Source: an optimization exercise on an open RTL-to-GDS flow (aim: small area). Production flows keep margins and buffers that such runs may drop. Function was checked by simulation only, so behaviour that the tests miss may differ from the original. The clock input has no modelled driver; a real chip could not lean on it and would need a root buffer or a full tree.

==> yarrow: inputs <==
## fir_filter
module fir_filter(clk,reset,data_in,data_out);
input clk,reset;
input signed [15:0] data_in;  
output reg signed [15:0] data_out;  
reg [15:0] x0, x1, x2, x3, x4, x5, x6, x7;
wire [15:0] y;
always @(posedge clk or posedge reset)
  if (reset) begin
    x0 <= 0; x1 <= 0; x2 <= 0; x3 <= 0;
    x4 <= 0; x5 <= 0; x6 <= 0; x7 <= 0;
    data_out <= 0;
  end else begin
    x0 <= data_in; x1 <= x0; x2 <= x1; x3 <= x2;
    x4 <= x3; x5 <= x4; x6 <= x5; x7 <= x6;
    data_out <= y;
  end
  wire n1 = x1[0] ^ x6[0];
  wire n2 = x1[0] & x6[0];
  wire n3, n4;
  fir_fa u_n3 (.a(x1[1]), .b(x6[1]), .c(n2), .s(n3), .co(n4));
  wire n5, n6;
  fir_fa u_n5 (.a(x1[2]), .b(x6[2]), .c(n4), .s(n5), .co(n6));
  wire n7, n8;
  fir_fa u_n7 (.a(x1[3]), .b(x6[3]), .c(n6), .s(n7), .co(n8));
  wire n9, n10;
  fir_fa u_n9 (.a(x1[4]), .b(x6[4]), .c(n8), .s(n9), .co(n10));
  wire n11, n12;
  fir_fa u_n11 (.a(x1[5]), .b(x6[5]), .c(n10), .s(n11), .co(n12));
  wire n13, n14;
  fir_fa u_n13 (.a(x1[6]), .b(x6[6]), .c(n12), .s(n13), .co(n14));
  wire n15, n16;
  fir_fa u_n15 (.a(x1[7]), .b(x6[7]), .c(n14), .s(n15), .co(n16));
  wire n17, n18;
  fir_fa u_n17 (.a(x1[8]), .b(x6[8]), .c(n16), .s(n17), .co(n18));
  wire n19, n20;
  ...
export LEC_CHECK = 0
export CAP_MARGIN = 20
export CORE_MARGIN = 2
export CORE_UTILIZATION = 72
export GPL_TIMING_DRIVEN = 0
export SLEW_MARGIN = 20
export SYNTH_HIERARCHICAL = 1
create_clock -name core_clock -period 13.0 [get_ports {clk}]
standard.sh (not shown) runs the stock make flow with config.mk's settings and CLKGATE_MAP_FILE= SYNTH_SCRIPT=/design/flow/synth_recipe.tcl, a recipe that flattens the netlist after the stock synthesis.
==> flow/flow/run.sh <==
#!/bin/bash
# The standard layout (bash standard.sh) with these changes:
#  - port buffers (one per input and output port, as standard) use buf_1 cells;
#  - after clock tree synthesis, its tree is replaced (POST_CTS_TCL hook) by a
#    two-level tree: clk -> one clkbuf_8 -> 9 clkbuf_8, each driving the
#    flip-flops of one placement cluster (flow/mantree.tcl, flow/rebuild.tcl).
# standard.sh's output goes to standard_flow.log; ORFS's per-step logs stay in orfs/logs.
set -euo pipefail
FLOWDIR="$PWD/flow"
cat > "$PWD/post_cts.tcl" <<EOF
source $FLOWDIR/mantree.tcl
source $FLOWDIR/rebuild.tcl
clktree_rebuild 9 sky130_fd_sc_hd__clkbuf_8 sky130_fd_sc_hd__clkbuf_8
detailed_placement
check_placement -verbose
estimate_parasitics -placement
report_worst_slack -max
report_worst_slack -min
EOF
export POST_CTS_TCL="$PWD/post_cts.tcl"
export BUFFER_PORTS_ARGS="-buffer_cell sky130_fd_sc_hd__buf_1"
export CTS_ARGS="-sink_clustering_enable -repair_clock_nets -buf_list sky130_fd_sc_hd__clkbuf_8 -dont_use_dummy_load"
bash standard.sh > standard_flow.log 2>&1
==> flow/flow/mantree.tcl <==
# Build a two-level clock tree by hand: the clock port drives one root
# buffer, which drives NLEAF leaf buffers, each feeding the flip-flops of one
# k-means cluster (by placed location) directly.
proc mantree_build { nleaf leaf_cell root_cell } {
  set db [ord::get_db]
  set block [ord::get_db_block]
  set clknet [$block findNet clk]
  set sinks {}
  foreach it [$clknet getITerms] {
    lappend sinks $it
  }
  set pts {}
  foreach it $sinks {
    set b [[$it getInst] getBBox]
    lappend pts [list [expr {([$b xMin] + [$b xMax]) / 2}] [expr {([$b yMin] + [$b yMax]) / 2}]]
  }
  set n [llength $pts]
  # k-means, deterministic init: sinks sorted by x then split evenly
  set order [lsort -integer -indices [lmap p $pts {lindex $p 0}]]
  set cent {}
  for {set k 0} {$k < $nleaf} {incr k} {
    set i [lindex $order [expr {int(($k + 0.5) * $n / $nleaf)}]]
    lappend cent [lindex $pts $i]
  }
  set cap [expr {int(ceil(double($n) / $nleaf)) + 2}]
  for {set iter 0} {$iter < 30} {incr iter} {
    # capacity-limited assignment: closest sink-centroid pairs first
    set pairs {}
    for {set i 0} {$i < $n} {incr i} {
      set p [lindex $pts $i]
      for {set k 0} {$k < $nleaf} {incr k} {
        set c [lindex $cent $k]
        set d [expr {abs([lindex $p 0] - [lindex $c 0]) + abs([lindex $p 1] - [lindex $c 1])}]
        lappend pairs [list $d $i $k]
      }
    }
    set pairs [lsort -real -index 0 $pairs]
    set asg [lrepeat $n -1]
    set cnt [lrepeat $nleaf 0]
    foreach pr $pairs {
      lassign $pr d i k
      if {[lindex $asg $i] >= 0} continue
      if {[lindex $cnt $k] >= $cap} continue
      lset asg $i $k
      lset cnt $k [expr {[lindex $cnt $k] + 1}]
    }
    set newc {}
    for {set k 0} {$k < $nleaf} {incr k} {
      set sx 0; set sy 0; set m 0
      for {set i 0} {$i < $n} {incr i} {
        if {[lindex $asg $i] == $k} {
          set sx [expr {$sx + [lindex $pts $i 0]}]
          set sy [expr {$sy + [lindex $pts $i 1]}]
          incr m
        }
      }
      if {$m > 0} {
        lappend newc [list [expr {$sx / $m}] [expr {$sy / $m}]]
      } else {
        lappend newc [lindex $cent $k]
      }
    }
    set cent $newc
  }
  # root buffer at the centroid of the leaves
  set rx 0; set ry 0
  foreach c $cent { set rx [expr {$rx + [lindex $c 0]}]; set ry [expr {$ry + [lindex $c 1]}] }
  set rx [expr {$rx / $nleaf}]; set ry [expr {$ry / $nleaf}]
  set rmaster [$db findMaster $root_cell]
  set lmaster [$db findMaster $leaf_cell]
  set root [odb::dbInst_create $block $rmaster "clkroot_buf"]
  $root setLocation [expr {int($rx)}] [expr {int($ry)}]
  $root setPlacementStatus PLACED
  set rnet [odb::dbNet_create $block "clk_root"]
  $rnet setSigType CLOCK
  foreach it $sinks { $it disconnect }
  [$root findITerm A] connect $clknet
  [$root findITerm X] connect $rnet
  for {set k 0} {$k < $nleaf} {incr k} {
    set leaf [odb::dbInst_create $block $lmaster "clkleaf_buf_$k"]
    $leaf setLocation [expr {int([lindex $cent $k 0])}] [expr {int([lindex $cent $k 1])}]
    $leaf setPlacementStatus PLACED
    set lnet [odb::dbNet_create $block "clk_leaf_$k"]
    $lnet setSigType CLOCK
    [$leaf findITerm A] connect $rnet
    [$leaf findITerm X] connect $lnet
    for {set i 0} {$i < $n} {incr i} {
      if {[lindex $asg $i] == $k} {
        [lindex $sinks $i] connect $lnet
      }
    }
  }
  puts "mantree: $n sinks, $nleaf leaves, cluster sizes $cnt"
}
==> flow/flow/rebuild.tcl <==
# Replace the clock tree that clock_tree_synthesis built with a two-level
# tree (mantree.tcl): every flip-flop clock pin goes back on the clock net,
# the CTS buffers and their nets are removed, then the new tree is built.
proc clktree_rebuild { nleaf leaf_cell root_cell } {
  set block [ord::get_db_block]
  set clknet [$block findNet clk]
  set bufs {}
  foreach inst [$block getInsts] {
    if {[string match "clkbuf_*" [$inst getName]] && [string match "sky130_fd_sc_hd__clkbuf_*" [[$inst getMaster] getName]]} {
      lappend bufs $inst
    }
  }
  set nets {}
  foreach b $bufs {
    set onet [[$b findITerm X] getNet]
    if {$onet ne "NULL"} { lappend nets $onet }
  }
  foreach onet $nets {
    foreach it [$onet getITerms] {
      set inst [$it getInst]
      if {[lsearch -exact $bufs $inst] >= 0} continue
      $it disconnect
      $it connect $clknet
    }
  }
  foreach b $bufs { odb::dbInst_destroy $b }
  foreach onet $nets { odb::dbNet_destroy $onet }
  puts "clktree_rebuild: removed [llength $bufs] CTS buffers"
  mantree_build $nleaf $leaf_cell $root_cell
}
==> fjord: changes against yarrow <==
==> flow/flow/run.sh (replaced) <==
#!/bin/bash
# The standard layout (bash standard.sh) with these changes:
#  - port buffers (one per input and output port, as standard) use buf_1 cells;
#  - after clock tree synthesis, its tree is replaced (POST_CTS_TCL hook) by a
#    two-level tree (flow/mantree.tcl, flow/rebuild.tcl): clk -> one clkbuf_8
#    -> 8 clkbuf_8 leaves, each driving the x* sample flip-flops of one
#    placement cluster; the 16 data_out flip-flops get their own leaf, fed
#    through two clkdlybuf4s50_1 cells.  That skew only helps the
#    register-to-register paths x* -> data_out (the filter arithmetic); the
#    input paths (data_in -> x0) see the normal clock and the output paths
#    (data_out -> ports) only lose slack.
# standard.sh's output goes to standard_flow.log; ORFS's per-step logs stay in orfs/logs.
set -euo pipefail
FLOWDIR="$PWD/flow"
cat > "$PWD/post_cts.tcl" <<EOF
source $FLOWDIR/mantree.tcl
source $FLOWDIR/rebuild.tcl
clktree_rebuild 8 sky130_fd_sc_hd__clkbuf_8 sky130_fd_sc_hd__clkbuf_8 {data_out*} sky130_fd_sc_hd__clkdlybuf4s50_1 2
detailed_placement
check_placement -verbose
estimate_parasitics -placement
report_worst_slack -max
report_worst_slack -min
EOF
export POST_CTS_TCL="$PWD/post_cts.tcl"
# the timing repair that follows global routing runs with the final clock tree
export SKIP_CTS_REPAIR_TIMING=1
export BUFFER_PORTS_ARGS="-buffer_cell sky130_fd_sc_hd__buf_1"
export CTS_ARGS="-sink_clustering_enable -repair_clock_nets -buf_list sky130_fd_sc_hd__clkbuf_8 -dont_use_dummy_load"
bash standard.sh > standard_flow.log 2>&1
--- a/flow/flow/mantree.tcl
+++ b/flow/flow/mantree.tcl
@@ -1,13 +1,18 @@
 # Build a two-level clock tree by hand: the clock port drives one root
 # buffer, which drives NLEAF leaf buffers, each feeding the flip-flops of one
 # k-means cluster (by placed location) directly.
-proc mantree_build { nleaf leaf_cell root_cell } {
+proc mantree_build { nleaf leaf_cell root_cell {late_pat ""} {dly_cell ""} {ndly 0} } {
   set db [ord::get_db]
   set block [ord::get_db_block]
   set clknet [$block findNet clk]
   set sinks {}
+  set late {}
   foreach it [$clknet getITerms] {
-    lappend sinks $it
+    if {$late_pat ne "" && [string match $late_pat [[$it getInst] getName]]} {
+      lappend late $it
+    } else {
+      lappend sinks $it
+    }
   }
   set pts {}
   foreach it $sinks {
@@ -74,6 +79,7 @@
   set rnet [odb::dbNet_create $block "clk_root"]
   $rnet setSigType CLOCK
   foreach it $sinks { $it disconnect }
+  foreach it $late { $it disconnect }
   [$root findITerm A] connect $clknet
   [$root findITerm X] connect $rnet
   for {set k 0} {$k < $nleaf} {incr k} {
@@ -90,5 +96,35 @@
       }
     }
   }
-  puts "mantree: $n sinks, $nleaf leaves, cluster sizes $cnt"
+  if {[llength $late] > 0} {
+    # the late cluster: root net -> ndly delay cells -> one leaf buffer
+    set lx 0; set ly 0
+    foreach it $late {
+      set b [[$it getInst] getBBox]
+      set lx [expr {$lx + ([$b xMin] + [$b xMax]) / 2}]
+      set ly [expr {$ly + ([$b yMin] + [$b yMax]) / 2}]
+    }
+    set lx [expr {int($lx / [llength $late])}]; set ly [expr {int($ly / [llength $late])}]
+    set prev $rnet
+    set dmaster [$db findMaster $dly_cell]
+    for {set d 0} {$d < $ndly} {incr d} {
+      set di [odb::dbInst_create $block $dmaster "clkdly_buf_$d"]
+      $di setLocation $lx $ly
+      $di setPlacementStatus PLACED
+      set dn [odb::dbNet_create $block "clk_dly_$d"]
+      $dn setSigType CLOCK
+      [$di findITerm A] connect $prev
+      [$di findITerm X] connect $dn
+      set prev $dn
+    }
+    set leaf [odb::dbInst_create $block $lmaster "clkleaf_buf_late"]
+    $leaf setLocation $lx $ly
+    $leaf setPlacementStatus PLACED
+    set lnet [odb::dbNet_create $block "clk_leaf_late"]
+    $lnet setSigType CLOCK
+    [$leaf findITerm A] connect $prev
+    [$leaf findITerm X] connect $lnet
+    foreach it $late { $it connect $lnet }
+  }
+  puts "mantree: $n sinks, $nleaf leaves, cluster sizes $cnt, late [llength $late] via $ndly $dly_cell"
 }
--- a/flow/flow/rebuild.tcl
+++ b/flow/flow/rebuild.tcl
@@ -1,7 +1,7 @@
 # Replace the clock tree that clock_tree_synthesis built with a two-level
 # tree (mantree.tcl): every flip-flop clock pin goes back on the clock net,
 # the CTS buffers and their nets are removed, then the new tree is built.
-proc clktree_rebuild { nleaf leaf_cell root_cell } {
+proc clktree_rebuild { nleaf leaf_cell root_cell {late_pat ""} {dly_cell ""} {ndly 0} } {
   set block [ord::get_db_block]
   set clknet [$block findNet clk]
   set bufs {}
@@ -26,5 +26,5 @@
   foreach b $bufs { odb::dbInst_destroy $b }
   foreach onet $nets { odb::dbNet_destroy $onet }
   puts "clktree_rebuild: removed [llength $bufs] CTS buffers"
-  mantree_build $nleaf $leaf_cell $root_cell
+  mantree_build $nleaf $leaf_cell $root_cell $late_pat $dly_cell $ndly
 }
==> umber: changes against yarrow <==
--- a/flow/flow/run.sh
+++ b/flow/flow/run.sh
@@ -2,15 +2,20 @@
 # The standard layout (bash standard.sh) with these changes:
 #  - port buffers (one per input and output port, as standard) use buf_1 cells;
 #  - after clock tree synthesis, its tree is replaced (POST_CTS_TCL hook) by a
-#    two-level tree: clk -> one clkbuf_8 -> 9 clkbuf_8, each driving the
-#    flip-flops of one placement cluster (flow/mantree.tcl, flow/rebuild.tcl).
+#    two-level tree (flow/mantree.tcl, flow/rebuild.tcl): clk -> one clkbuf_8
+#    -> 8 clkbuf_8 leaves, each driving the x* sample flip-flops of one
+#    placement cluster; the 16 data_out flip-flops get their own leaf, fed
+#    through two clkdlybuf4s50_1 cells.  That skew only helps the
+#    register-to-register paths x* -> data_out (the filter arithmetic); the
+#    input paths (data_in -> x0) see the normal clock and the output paths
+#    (data_out -> ports) only lose slack.
 # standard.sh's output goes to standard_flow.log; ORFS's per-step logs stay in orfs/logs.
 set -euo pipefail
 FLOWDIR="$PWD/flow"
 cat > "$PWD/post_cts.tcl" <<EOF
 source $FLOWDIR/mantree.tcl
 source $FLOWDIR/rebuild.tcl
-clktree_rebuild 9 sky130_fd_sc_hd__clkbuf_8 sky130_fd_sc_hd__clkbuf_8
+clktree_rebuild 8 sky130_fd_sc_hd__clkbuf_8 sky130_fd_sc_hd__clkbuf_8 {data_out*} sky130_fd_sc_hd__clkdlybuf4s50_1 2
 detailed_placement
 check_placement -verbose
 estimate_parasitics -placement
--- a/flow/flow/mantree.tcl
+++ b/flow/flow/mantree.tcl
@@ -1,13 +1,18 @@
 # Build a two-level clock tree by hand: the clock port drives one root
 # buffer, which drives NLEAF leaf buffers, each feeding the flip-flops of one
 # k-means cluster (by placed location) directly.
-proc mantree_build { nleaf leaf_cell root_cell } {
+proc mantree_build { nleaf leaf_cell root_cell {late_pat ""} {dly_cell ""} {ndly 0} } {
   set db [ord::get_db]
   set block [ord::get_db_block]
   set clknet [$block findNet clk]
   set sinks {}
+  set late {}
   foreach it [$clknet getITerms] {
-    lappend sinks $it
+    if {$late_pat ne "" && [string match $late_pat [[$it getInst] getName]]} {
+      lappend late $it
+    } else {
+      lappend sinks $it
+    }
   }
   set pts {}
   foreach it $sinks {
@@ -74,6 +79,7 @@
   set rnet [odb::dbNet_create $block "clk_root"]
   $rnet setSigType CLOCK
   foreach it $sinks { $it disconnect }
+  foreach it $late { $it disconnect }
   [$root findITerm A] connect $clknet
   [$root findITerm X] connect $rnet
   for {set k 0} {$k < $nleaf} {incr k} {
@@ -90,5 +96,35 @@
       }
     }
   }
-  puts "mantree: $n sinks, $nleaf leaves, cluster sizes $cnt"
+  if {[llength $late] > 0} {
+    # the late cluster: root net -> ndly delay cells -> one leaf buffer
+    set lx 0; set ly 0
+    foreach it $late {
+      set b [[$it getInst] getBBox]
+      set lx [expr {$lx + ([$b xMin] + [$b xMax]) / 2}]
+      set ly [expr {$ly + ([$b yMin] + [$b yMax]) / 2}]
+    }
+    set lx [expr {int($lx / [llength $late])}]; set ly [expr {int($ly / [llength $late])}]
+    set prev $rnet
+    set dmaster [$db findMaster $dly_cell]
+    for {set d 0} {$d < $ndly} {incr d} {
+      set di [odb::dbInst_create $block $dmaster "clkdly_buf_$d"]
+      $di setLocation $lx $ly
+      $di setPlacementStatus PLACED
+      set dn [odb::dbNet_create $block "clk_dly_$d"]
+      $dn setSigType CLOCK
+      [$di findITerm A] connect $prev
+      [$di findITerm X] connect $dn
+      set prev $dn
+    }
+    set leaf [odb::dbInst_create $block $lmaster "clkleaf_buf_late"]
+    $leaf setLocation $lx $ly
+    $leaf setPlacementStatus PLACED
+    set lnet [odb::dbNet_create $block "clk_leaf_late"]
+    $lnet setSigType CLOCK
+    [$leaf findITerm A] connect $prev
+    [$leaf findITerm X] connect $lnet
+    foreach it $late { $it connect $lnet }
+  }
+  puts "mantree: $n sinks, $nleaf leaves, cluster sizes $cnt, late [llength $late] via $ndly $dly_cell"
 }
--- a/flow/flow/rebuild.tcl
+++ b/flow/flow/rebuild.tcl
@@ -1,7 +1,7 @@
 # Replace the clock tree that clock_tree_synthesis built with a two-level
 # tree (mantree.tcl): every flip-flop clock pin goes back on the clock net,
 # the CTS buffers and their nets are removed, then the new tree is built.
-proc clktree_rebuild { nleaf leaf_cell root_cell } {
+proc clktree_rebuild { nleaf leaf_cell root_cell {late_pat ""} {dly_cell ""} {ndly 0} } {
   set block [ord::get_db_block]
   set clknet [$block findNet clk]
   set bufs {}
@@ -26,5 +26,5 @@
   foreach b $bufs { odb::dbInst_destroy $b }
   foreach onet $nets { odb::dbNet_destroy $onet }
   puts "clktree_rebuild: removed [llength $bufs] CTS buffers"
-  mantree_build $nleaf $leaf_cell $root_cell
+  mantree_build $nleaf $leaf_cell $root_cell $late_pat $dly_cell $ndly
 }
==> run notes <==
- The highest cell count belongs to yarrow, the lowest to fjord.
- Of yarrow and umber, umber has the higher sequential share of layout area (gap 0.62 points).
- Via count, lowest first: fjord, umber, yarrow.
- In die area, fjord and umber do not differ.
- Between umber and yarrow, the lower critical path depth is in umber (gap 1).
- yarrow passed the timing, design-rule and antenna checks. fjord completed with no timing, DRC or antenna violations. umber produced a clean layout.
- Area after synthesis is the same in fjord and umber.
- Fmax: fjord is larger than yarrow (1.5%).
- Of yarrow and fjord, fjord has the higher register-to-register slack (gap 0.19 ns).
- In flip-flop and latch count, fjord and yarrow do not differ.
- Between fjord and umber, the lower global-route usage is in fjord (gap 0.52 points).
In every run of this note, the design's own scripts or RTL, not TritonCTS, make the clock network.

==> re-timing with driven ports <==
The flow's constraints put no driver on any port. The routed layouts listed below were extracted and timed again, unchanged, in two steps.
Step 1 sets driving cells, clkbuf_16 on the clock port and buf_2 on the other inputs (assumed; they add their load-dependent delay and slew).
Step 2, shift: input delay + t, output delay - t, t = (earliest + latest rising clock arrival at the registers) / 2. This alone moves slack from input paths to output paths.
Slacks: ideal ports / drivers / drivers and shift; pairs: ideal ports / drivers.
run	t (ns)	slack for setup (ns)	worst setup path after step 2	latest minus earliest clock arrival (ns)	slew at the worst register clock pin (ns)
yarrow	0.454	0.384 / 0.384 / 0.384	register to register	0.028 / 0.028	0.11 / 0.11
fjord	0.908	0.575 / 0.575 / 0.575	register to register	0.962 / 0.962	0.10 / 0.10
umber	0.907	0.967 / 0.967 / 0.967	register to register	0.962 / 0.961	0.10 / 0.10
Clock arrivals are far apart in fjord and umber, so t is only a midpoint there and step 2 fits no single register.
